This is an optimization exercise on Yosys and OpenROAD, whose aim is small area, not a production implementation.
Only simulation tests tie the RTL to the original design; equivalence was not proved.

==> flow/design.v (outline; a module is shown in full before it is edited, if it fits) <==
// module fir: 1363 lines
// module fa: 4 lines
// module ha: 4 lines
// module hn: 4 lines
module fir(
    input clk,
    input rst,
    input signed [15:0] x_in,
    output reg signed [31:0] y_out
);
  // ...
==> flow/run.sh <==
#!/bin/bash
# synth_recipe.tcl (not shown) runs the flow's synth.tcl, then flattens the netlist and writes it again
# the make line also repeats each setting of config.mk as NAME=value (left out here)
make -C /OpenROAD-flow-scripts/flow DESIGN_CONFIG=/design/flow/config.mk WORK_HOME=/design/flow/orfs CLKGATE_MAP_FILE= SYNTH_SCRIPT=/design/flow/synth_recipe.tcl finish
==> flow/config.mk <==
export PLATFORM = sky130hd
export DESIGN_NAME = fir
export DESIGN_NICKNAME = fir
export VERILOG_FILES = /design/flow/design.v
export SDC_FILE = /design/flow/constraint.sdc
export NUM_CORES = 4
export LEC_CHECK = 0
export CAP_MARGIN = 20
export CORE_MARGIN = 2
export CORE_UTILIZATION = 40
export CTS_BUF_LIST = sky130_fd_sc_hd__clkbuf_8
export CTS_CLUSTER_DIAMETER = 80
export CTS_CLUSTER_SIZE = 20
export PLACE_DENSITY = 0.6
export SLEW_MARGIN = 20
export SYNTH_HIERARCHICAL = 1
export SYNTH_MINIMUM_KEEP_SIZE = 0
==> flow/constraint.sdc <==
create_clock -name core_clock -period 12.0 [get_ports {clk}]
set_input_delay 2.4000 -clock core_clock [delete_from_list [all_inputs] [get_ports {clk}]]
set_output_delay 2.4000 -clock core_clock [all_outputs]
set_load 0.01 [all_outputs]
==> run summary, run 1 <==
- The flow ran to the end and the layout has no timing, DRC or antenna violations.
- Synthesis handed over a netlist of around 1100 instances.
- The fraction of registers with async set/reset is 100%.
- The most common cell after layout, fill and taps aside is sky130_fd_sc_hd__fa_1.
- Measured along the x axis, the die boundary spans 232 microns.
- The wire length of the first global-routing pass is 76.2 mm.
- After detailed placement, the total cell area comes to 22200 sq um.
- The clock root buffer master is sky130_fd_sc_hd__clkbuf_8.
- The area share of the largest cell type after synthesis is 58.4%.
- The met1 track demand over resource in global routing is between 30% and 40%.
- The number of nets in the synthesized netlist is approximately 1800.
- The final estimated routing congestion in global placement is 0.866.
- The die outline height is 232 microns.
- The number of global-route vias before repair is 11400.
- The critical path buffer and inverter count is 1.
- The final setup skew is 0.0511 ns.
- The count of cells in the finished layout, fillers not included, comes to 1865.
- The total number of vias is 9291.
- Based on the critical path, the design can be clocked at up to 0.0905 GHz.
- The core footprint is 51500 sq um.
- The placed wire-length estimate after detailed placement is 45.4 mm.
- The number of cells traversed by the worst hold path is 0.
- The most used flip-flop cell after synthesis is sky130_fd_sc_hd__dfrtp_1.
- The post-layout net count is 1854.
- After layout, the inverter instance count without clock inverters stands at 84.
- After floorplanning, the core was divided into 83 placement rows.
- After Yosys synthesis, XOR and XNOR cells account for 0.587% of the synthesized area.
- The first detailed-routing pass ran for 4 iterations.
- The clock distribution area overhead in the final layout is 1.83%.
- The quantity of hold-fixing buffers added after cts is 0.
- The I/O pin count is 50.
- The worst hold margin is about 0.36 ns.
- Data on the critical path arrives at its endpoint at 11.56 ns.
- The met2 usage in global routing is 30.7%.
==> inputs of run 2 (changes only) <==
--- a/flow/config.mk
+++ b/flow/config.mk
@@ -10,6 +10,6 @@
 export CORE_UTILIZATION = 40
 export CTS_BUF_LIST = sky130_fd_sc_hd__clkbuf_8
-export CTS_CLUSTER_DIAMETER = 80
-export CTS_CLUSTER_SIZE = 20
+export CTS_CLUSTER_DIAMETER = 60
+export CTS_CLUSTER_SIZE = 16
 export PLACE_DENSITY = 0.6
 export SLEW_MARGIN = 20
==> run 2 against run 1 <==
Against the previous run:
- register-to-register slack got worse by 0.02 ns
- flip-flop and latch count did not move
- count of clock-buffer cells in the layout up 8
- global-route usage about the same
- via count increased by 0.45%
- first-iteration DRC count up 5.3%
- sequential share of layout area down 0.22 points
- hold slack worse by 0.0084 ns
- critical endpoint unchanged
==> run summary, run 2 <==
- Tracing the worst setup path back leads to its startpoint at r12[0].
- The highest clock rate was 0.0903 GHz (-0.18%).
- The TritonCTS clock tree is built.
- In the global route stage, overall resource usage came out at ~20%.
- The number of register bits inferred by synthesis is 288.
- For this block, wires on met1 add up to 23.1 mm.
- The number of global-route vias before repair came to 11500 (+0.88%).
- The fraction of registers with async set/reset is 100% (unchanged).
- In this run the mean area of a mapped cell was 18.9 sq um.
- Counting tap cells, the placed design contains a total of 1833 instances.
- The summed negative setup slack over all endpoints is 0 ns.
- The count of nets left with antenna violations once routing finished came out at 0.
- The count of instances resized after the clock tree is built is 0.
- After synthesis, flip-flops and latches occupy 34.6% of the total area.
- The placed wire-length estimate after detailed placement is 45.4 mm (unchanged).
- The worst-path maximum fanout is 3.
- The synthesized-area fraction occupied by xor and xnor cells is 0.587% (unchanged).
- The class of the most critical hold timing path is register to register.
- The critical path buffer and inverter count is 1 (unchanged).
- The average detailed-routed wire length per instance is 27.1 microns.
- In this run the critical register-to-register path is launched from r12[0].
- The worst path needs 11.08 ns of the cycle, external delays included.
- The family with the most delay on the worst path is adder cells.
- The portion of synthesized area spent on multiplexers is 0%.
- During placement, the flow inserted port buffers numbering 49.
- For the worst setup path, the data required time is 12.53 ns.
- For this run, the slowest stage of the critical path takes about 0.7 ns.
- The area growth from synthesis to layout is 9.25%.
- The combinational family with the most area after synthesis is adder cells.
- In the detailed route, the total length drawn on met2 is 23.8 mm.
- The maximum number of pins on one net before global-route repair is around 140.
- The register with the most flip-flops in the final layout is y_out.
- For this configuration, the core starts out at a cell density of 40.5%.
- The area fraction in compound gates after synthesis is between 1 and 1.5%.
- The number of setup buffers added after CTS is 0.
- The final count of pins violating max slew is 0.
- The quantity of hold-fixing buffers added after cts is 0 (unchanged).
- The full die area is roughly 54000 sq um.
- Setup repair after global routing left no endpoint under its margin.
- The startpoint of the lowest-slack hold path is r6[10].
- The final standard cell count with taps included and fillers excluded is 1877 (+0.64%).
- Buffers inserted during clock tree synthesis total 28.
- The tool flagged a number of max-cap violations equal to 0.
- The total number of vias is 9333 (+0.45%).
- In the post-synthesis netlist, the biggest area contributors are sky130_fd_sc_hd__fa_1 58%, sky130_fd_sc_hd__dfrtp_1 33%, sky130_fd_sc_hd__ha_1 3.1%.
- The flip-flop count of the largest register after layout is 32.
- The final estimated routing congestion in global placement was 0.866 (unchanged).
- sky130_fd_sc_hd__fa_1 is the most common cell in the netlist.
- The final setup skew was 0.0548 ns (+0.00372 ns).
- The via-per-instance ratio is 4.97.
- The initial antenna violation count came to 1.
- The dominant cell type by count on the critical path is sky130_fd_sc_hd__fa_1.
- The die width is 232 microns (unchanged).
- The wire length of the first global-routing pass came to 76.4 mm (+0.31%).
- The arrival time at the worst endpoint is 11.60 ns (+0.04 ns).
- After detailed routing, no signal wire sits above met4.
- The routed design has 50.8 mm of wire.
- The post-layout net count is 1861 (+0.38%).
- The number of nets in the synthesized netlist is 1782 (unchanged).
- The worst slew slack as a fraction of its limit is 35.7%.
- The layout cell share with drive strength beyond 1 is 5.69%.
- The first-iteration detailed-routing DRC count is 750.
- After detailed routing, the number of remaining DRC violations is 0.
- The total overflow left after global routing is 0.
- For this run, the number of Yosys warnings is 7.
- At the pin with the least slew margin, the transition time is between 0.9 and 1 ns.
- The clock latency of the later-clocked register in the worst-skew pair is 0.66 ns.
- The primary flip-flop cell chosen by synthesis mapping is sky130_fd_sc_hd__dfrtp_1.
- Wire segments on met3 add up to 2.87 mm in the final route.
- The core footprint is 51500 sq um (unchanged).
- The most common cell after layout, fill and taps aside is sky130_fd_sc_hd__fa_1.
- The count of final setup violators is 0.
- STA classifies the critical path startpoint as a register.
- The root buffer cell chosen for the clock tree is sky130_fd_sc_hd__clkbuf_8.
- For this design, the sink count on the clock tree is 288.
- The cell count after synthesis is 1104 (unchanged).
- The area share of the largest cell type after synthesis is 58.4% (unchanged).
- The run finished with no timing, DRC or antenna violations.
- Counting flops with a built-in enable in the synthesized netlist gives 0.
- Counting along the longest clock path gives a buffer depth of 3.
- In the layout the commonest cells are 609 x sky130_fd_sc_hd__fa_1, 272 x sky130_fd_sc_hd__dfrtp_1, 83 x sky130_fd_sc_hd__inv_1, 51 x sky130_fd_sc_hd__ha_1, 49 x sky130_fd_sc_hd__clkdlybuf4s50_1.
- The share of the cycle needed by the critical path after routing is 92.3%.
- Summing every instance area after synthesis gives 20900 sq um.
- The worst setup path is captured at a register.
- The largest total area in the synthesized netlist belongs to sky130_fd_sc_hd__fa_1.
- The clock-pin slew on the worst setup and hold paths is 0.09 ns.
- The cell with the largest stage delay on the worst path is sky130_fd_sc_hd__fa_1.
- The row count is 83 (unchanged).
- Summing the areas of all and, or, nand and nor instances in the mapped netlist gives 0.677% of the synthesized area.
- The die outline height came to 232 microns (unchanged).
- The final hold violation count is 0.
- The category of the critical setup timing path is register to register.
- The share of synthesized cell area in full adder, half adder and majority cells is 61.4%.
- The synthesized netlist contains 37 unique library cells.
- The detailed-routing iteration count for the pre-antenna-repair pass is 5 (+1).
- The count of H-tree levels built during CTS is 1.
- Counting instances in the post-synthesis netlist gives the leading cell types as 609 x sky130_fd_sc_hd__fa_1, 272 x sky130_fd_sc_hd__dfrtp_1, 84 x sky130_fd_sc_hd__inv_1, 51 x sky130_fd_sc_hd__ha_1, 16 x sky130_fd_sc_hd__dfstp_2.
- The I/O pin count is 50 (unchanged).
run 2: worst paths after layout:
path                       cells after the start         to
min in group asynchronous                      2      r1[8]
max in group asynchronous                      3  y_out[11]
hold / removal                                 0     r7[10]
hold reg to reg                                0     r7[10]
setup reg to reg                              27  y_out[26]
setup / recovery                              27  y_out[26]
run 2: modules after synthesis, one instance, submodules excluded:
| module | flip-flops and latches | area (sq um) | copies in the design |
|---|---|---|---|
| fa | 0 | 20.0 | 609 |
| fir | 288 | 8190 | 1 |
| ha | 0 | 12.5 | 40 |
run 2: per-stage QoR:
stage	setup WS [ns]	cell area (sq um)	utilization, %	hold slack [ns]
floorplan	1.68	20900	-	0.331
global placement	0.898	22200	43.2	0.333
detailed placement	0.905	22200	43.2	0.335
CTS	0.899	22800	44.3	0.357
global route	0.601	22800	44.3	0.361
finish	0.925	22800	44.3	0.351
run 2: area by class of cell:
type                       count  area, sq um
clock buffer                  29          399
fill                        4517        28700
multi-input combinational    730        13300
clock inverter                14          173
inverter                      84          323
tap                          680          851
sequential                   288         7230
antenna                        1         2.50
timing repair buffer          51          509
run 2: kinds of logic (layout without fill, tap and decap cells):
kind of cell    after synthesis  count (layout)
buf+inv                      86             178
xor+xnor                     14              14
fa+ha+maj                   660             660
other cells                   0               1
compound gates               27              27
simple gates                 29              29
flops                       288             288
run 2: metal layers:
layer	up-vias	track usage, %
met3	50	4.15
met2	235	30.9
met5	-	0
met4	0	4.10
met1	5504	30.4
li1	3544	-
run 2: worst register-to-register path: cells and delay by family (launching register included):
kind | cells | cell delay, ns
AO/OA/AOI/OAI | 3 | 0.93
flip-flops | 1 | 0.41
AND/OR/NAND/NOR | 1 | 0.17
adder cells (fa/ha/maj) | 21 | 9.29
XOR/XNOR | 1 | 0.17
buffers and inverters | 1 | 0.05
==> inputs of run 3 (changes only) <==
--- a/flow/config.mk
+++ b/flow/config.mk
@@ -8,9 +8,9 @@
 export CAP_MARGIN = 20
 export CORE_MARGIN = 2
-export CORE_UTILIZATION = 40
+export CORE_UTILIZATION = 60
 export CTS_BUF_LIST = sky130_fd_sc_hd__clkbuf_8
-export CTS_CLUSTER_DIAMETER = 60
-export CTS_CLUSTER_SIZE = 16
-export PLACE_DENSITY = 0.6
+export CTS_CLUSTER_DIAMETER = 80
+export CTS_CLUSTER_SIZE = 20
+export PLACE_DENSITY = 0.75
 export SLEW_MARGIN = 20
 export SYNTH_HIERARCHICAL = 1
==> run 3 against run 2 <==
Against the previous run:
- still clean on timing, DRC and antenna
- routed wire length fell by 3.1%
- non-clock buffer count rose by 1
- utilization rose by 21 points
- synthesized cell count did not move
- area after synthesis did not move
- hold slack improved by 0.0087 ns
- critical endpoint unchanged
- highest routed layer unchanged
==> run summary, run 3 <==
- The average size of a mapped cell is 18.9 sq um (unchanged).
- The sum of overflow across all layers after global routing was 0 (unchanged).
- The overall fraction of global-route tracks in use is 29.5% (+9.3 points).
- The final setup skew is 0.0208 ns (-0.0340 ns).
- The placed wire-length estimate after detailed placement came to 44.1 mm (-2.8%).
- The number of flops mapped to enable cells by yosys is 0 (unchanged).
- The arrival time at the worst endpoint is 11.53 ns (-0.07 ns).
- The final hold violation count is 0 (unchanged).
- The quantity of hold-fixing buffers added after cts was 0 (unchanged).
- Among all flip-flop cells after synthesis, the most frequent one is sky130_fd_sc_hd__dfrtp_1.
- The number of different library cells in the post-synthesis netlist is 37 (unchanged).
- The number of buffers created by CTS is 20 (-29%).
- The max-cap violation count is 0 (unchanged).
- The worst register-to-register path ends at y_out[26].
- The summed negative setup slack over all endpoints was 0 ns (unchanged).
- The worst setup path endpoint is y_out[26].
- The number of stages on the worst setup path came to 27 (unchanged).
- STA classifies the critical path endpoint as a register.
- The via-per-instance ratio came to 5.84 (+17%).
- Among all cell types in the netlist, the one instantiated most often is sky130_fd_sc_hd__fa_1.
- The antenna violation net count after detailed routing is 0 (unchanged).
- The final count of pins violating max slew was 0 (unchanged).
- The final antenna diode count is 0 (-1).
- The register with the most flip-flops in the final layout is y_out.
- The detailed-routing iteration count for the pre-antenna-repair pass is 5 (unchanged).
- The average detailed-routed wire length per instance is 30.0 microns (+11%).
- The number of register bits inferred by synthesis was 288 (unchanged).
- The I/O pin count is 50 (unchanged).
- The total number of vias was 9568 (+2.5%).
- The fraction of registers with async set/reset came to 100% (unchanged).
- The TritonCTS sink count is 288 (unchanged).
- The worst setup path is launched from a register.
- The biggest area contributor in the post-synthesis netlist is sky130_fd_sc_hd__fa_1.
- The clock period minus final worst setup slack is 11.05 ns (-0.0223 ns).
- The dominant cell type by count on the critical path is sky130_fd_sc_hd__fa_1.
- The layout cell share with drive strength beyond 1 is 4.48% (-1.2 points).
- The worst register-to-register path begins at r12[0].
- The total DRC errors in the routed layout is 0 (unchanged).
- The sequential cell area fraction in the yosys report is 34.6% (unchanged).
- The largest individual stage delay along the critical path comes from the cell sky130_fd_sc_hd__fa_1.
- The initial cell density of the core came to 60.7% (+20 points).
- The number of warning messages in the yosys log is 7 (unchanged).
- The count of input and output buffers was 49 (unchanged).
- The worst hold margin is 0.360 ns (+0.00868 ns).
- The clock root buffer master is sky130_fd_sc_hd__clkbuf_8.
- The number of nets in the synthesized netlist came to 1782 (unchanged).
- The die outline height is 191 microns (-18%).
- The maximum buffer depth of the clock tree is 3 (unchanged).
- The fraction of the core area covered by cells at the end of the flow is 65.0% (+21 points).
- Compared with the post-synthesis result, the final layout area differs by 6.94%.
- The TritonCTS clock tree is built.
- The total standard cell area after synthesis came to 20900 sq um (unchanged).
- The clock-pin slew on the worst setup and hold paths is 0.11 ns (+0.02 ns).
- The clock latency of the later-clocked register in the worst-skew pair is 0.59 ns (-0.07 ns).
- The flip-flop count of the largest register after layout is 32 (unchanged).
- Sorting the synthesized cells by area gives the leading types as sky130_fd_sc_hd__fa_1 58%, sky130_fd_sc_hd__dfrtp_1 33%, sky130_fd_sc_hd__ha_1 3.1%.
- The die width is 191 microns (-18%).
- The critical path buffer and inverter count came to 1 (unchanged).
- The share of the cycle needed by the critical path after routing is 92.1% (-0.19 points).
- The count of final setup violators is 0 (unchanged).
- The wire length of the first global-routing pass came to 73.0 mm (-4.5%).
- The worst reg2reg path depth came to 27 (unchanged).
- The maximum number of pins on one net before global-route repair is 112 (-19%).
- The run finished with no timing, DRC or antenna violations.
- The least setup slack across all paths after layout was 0.947 ns (+0.0223 ns).
- The worst-path maximum fanout is 3 (unchanged).
- In the layout the commonest cells are 609 x sky130_fd_sc_hd__fa_1, 272 x sky130_fd_sc_hd__dfrtp_1, 86 x sky130_fd_sc_hd__inv_1, 51 x sky130_fd_sc_hd__ha_1, 49 x sky130_fd_sc_hd__clkdlybuf4s50_1.
- The commonest cells after synthesis are 609 x sky130_fd_sc_hd__fa_1, 272 x sky130_fd_sc_hd__dfrtp_1, 84 x sky130_fd_sc_hd__inv_1, 51 x sky130_fd_sc_hd__ha_1, 16 x sky130_fd_sc_hd__dfstp_2.
- The number of global-route vias before repair came to 11400 (-0.99%).
- The first-iteration detailed-routing DRC count was 955 (+27%).
- The count of instances resized after the clock tree is built is 0 (unchanged).
- The core footprint was 34400 sq um (-33%).
- The final estimated routing congestion in global placement came to 0.993 (+15%).
- The slew of the pin with the lowest slew margin was 0.796 ns (-0.169 ns).
- The critical path is of the register to register type.
- The worst slack at placement was 1.04 ns (+0.137 ns).
- The full die area is 36300 sq um (-33%).
- The tightest min-delay check is of the register to register type.
- The post-layout net count is 1854 (-0.38%).
- The highest clock rate came to 0.0905 GHz (+0.20%).
- Setup repair after global routing left no endpoint under its margin.
- The cell count after synthesis is 1104 (unchanged).
- The row count is 68 (-18%).
- Leaving out fill and tap cells, the most frequent cell in the layout is sky130_fd_sc_hd__fa_1.
- The initial antenna violation count is 0 (-1).
- Grouping stages by cell kind, the critical path spends the most delay in adder cells.
- The delay of the slowest cell on the worst path is 0.70 ns (about the same).
- The critical path startpoint is r12[0].
- The count of H-tree levels built during CTS is 1 (unchanged).
- The total detailed-routing wirelength is 49.2 mm (-3.1%).
- The area share of the largest cell type after synthesis is 58.4% (unchanged).
- The worst slew slack as a fraction of its limit came to 47.0% (+11 points).
- The number of setup buffers added after CTS is 0 (unchanged).
- The data required time at the worst endpoint is 12.48 ns (-0.05 ns).
-- run 3: changes by cell type in the layout (fill, tap and decap cells not counted), moves of 2 or more --
cell,change
sky130_fd_sc_hd__inv_1,+3
sky130_fd_sc_hd__inv_12,-2
sky130_fd_sc_hd__inv_6,+2
sky130_fd_sc_hd__clkinv_4,-4
sky130_fd_sc_hd__clkbuf_8,-9
-- run 3: worst min-delay path by stage --
| stage | from | end | slack, ns | depth (start not counted) |
|---|---|---|---|---|
| 2_1_floorplan | r0[0] | r1[0] | 0.33 | 0 |
| 3_3_place_gp | r0[8] | r1[8] | 0.33 | 0 |
| 3_5_place_dp | r0[7] | r1[7] | 0.34 | 0 |
| 4_1_cts | r0[7] | r1[7] | 0.36 | 0 |
| 5_1_grt | r0[7] | r1[7] | 0.37 | 0 |
| 6_report | r0[8] | r1[8] | 0.36 | 0 |
-- run 3: logic make-up (layout without fill, tap and decap cells) --
group	count (synthesis)	after routing	synth area share, %
AOI/OAI and AO/OA	27	27	1.11
xor gates and xnor gates	14	14	0.587
adders and majority gates	660	660	61.4
buffers and inverters	86	166	1.56
DFF	288	288	34.6
and+or+nand+nor	29	29	0.677
-- run 3: routing by layer --
metal | part of all wire, % | global-route usage, %
met1 | 43 | 46.5
met3 | 11 | 9.46
met5 | 0 | 0
met2 | 44 | 41.3
met4 | 2.4 | 6.83
-- run 3: cell type report --
| class | instances | area (sq um) |
|---|---|---|
| Clock inverter | 10 | 86.3 |
| Inverter | 84 | 323 |
| Sequential cell | 288 | 7230 |
| Multi-Input combinational cell | 730 | 13300 |
| Fill cell | 2354 | 12000 |
| Clock buffer | 20 | 275 |
| Tap cell | 455 | 569 |
| Timing Repair Buffer | 52 | 520 |
-- run 3: worst register-to-register path: cells and delay by family (launching register included) --
kind / cells / cell delay [ns]
AO/OA/AOI/OAI: 3 / 0.83
XOR/XNOR: 1 / 0.15
AND/OR/NAND/NOR: 1 / 0.17
buffers and inverters: 1 / 0.05
adder cells (fa/ha/maj): 21 / 9.31
flip-flops: 1 / 0.44
-- run 3: metrics by stage --
stage	instance area, sq um	std cells
5_1_grt	22300	1639
4_1_cts	22300	1639
3_3_place_gp	22000	1609
3_5_place_dp	22000	1609
2_1_floorplan	20900	1104
6_report	22300	1639
-- run 3: per-module statistics from Yosys, one instance, submodules excluded --
module | copies in the design | flops+latches | cell area (sq um) | cells
fa | 609 | 0 | 20.0 | 1
fir | 1 | 288 | 8190 | 455
ha | 40 | 0 | 12.5 | 1

[what the ideal ports hide]
In the flow no input, the clock included, has a driving cell. The finished layouts below were timed again as built, in two steps. Step 1 assumes that a clkbuf_16 drives the clock port and a buf_2 every other input. Step 2 also shifts input and output timing later by t, the mid clock arrival at the registers, as if the neighbouring blocks saw the same clock. Three values: ideal ports, drivers, drivers and shift; two values: the first two.
run	t (ns)	slack for setup (ns)	worst setup path after step 2	worst slew at a driven data input, ns
run 1	0.653	0.945 / 0.945 / 0.945	register to register	0.04
run 2	0.679	0.925 / 0.925 / 0.925	register to register	0.04
run 3	0.629	0.947 / 0.947 / 0.947	register to register	0.07
After both steps every run listed still meets setup and hold.
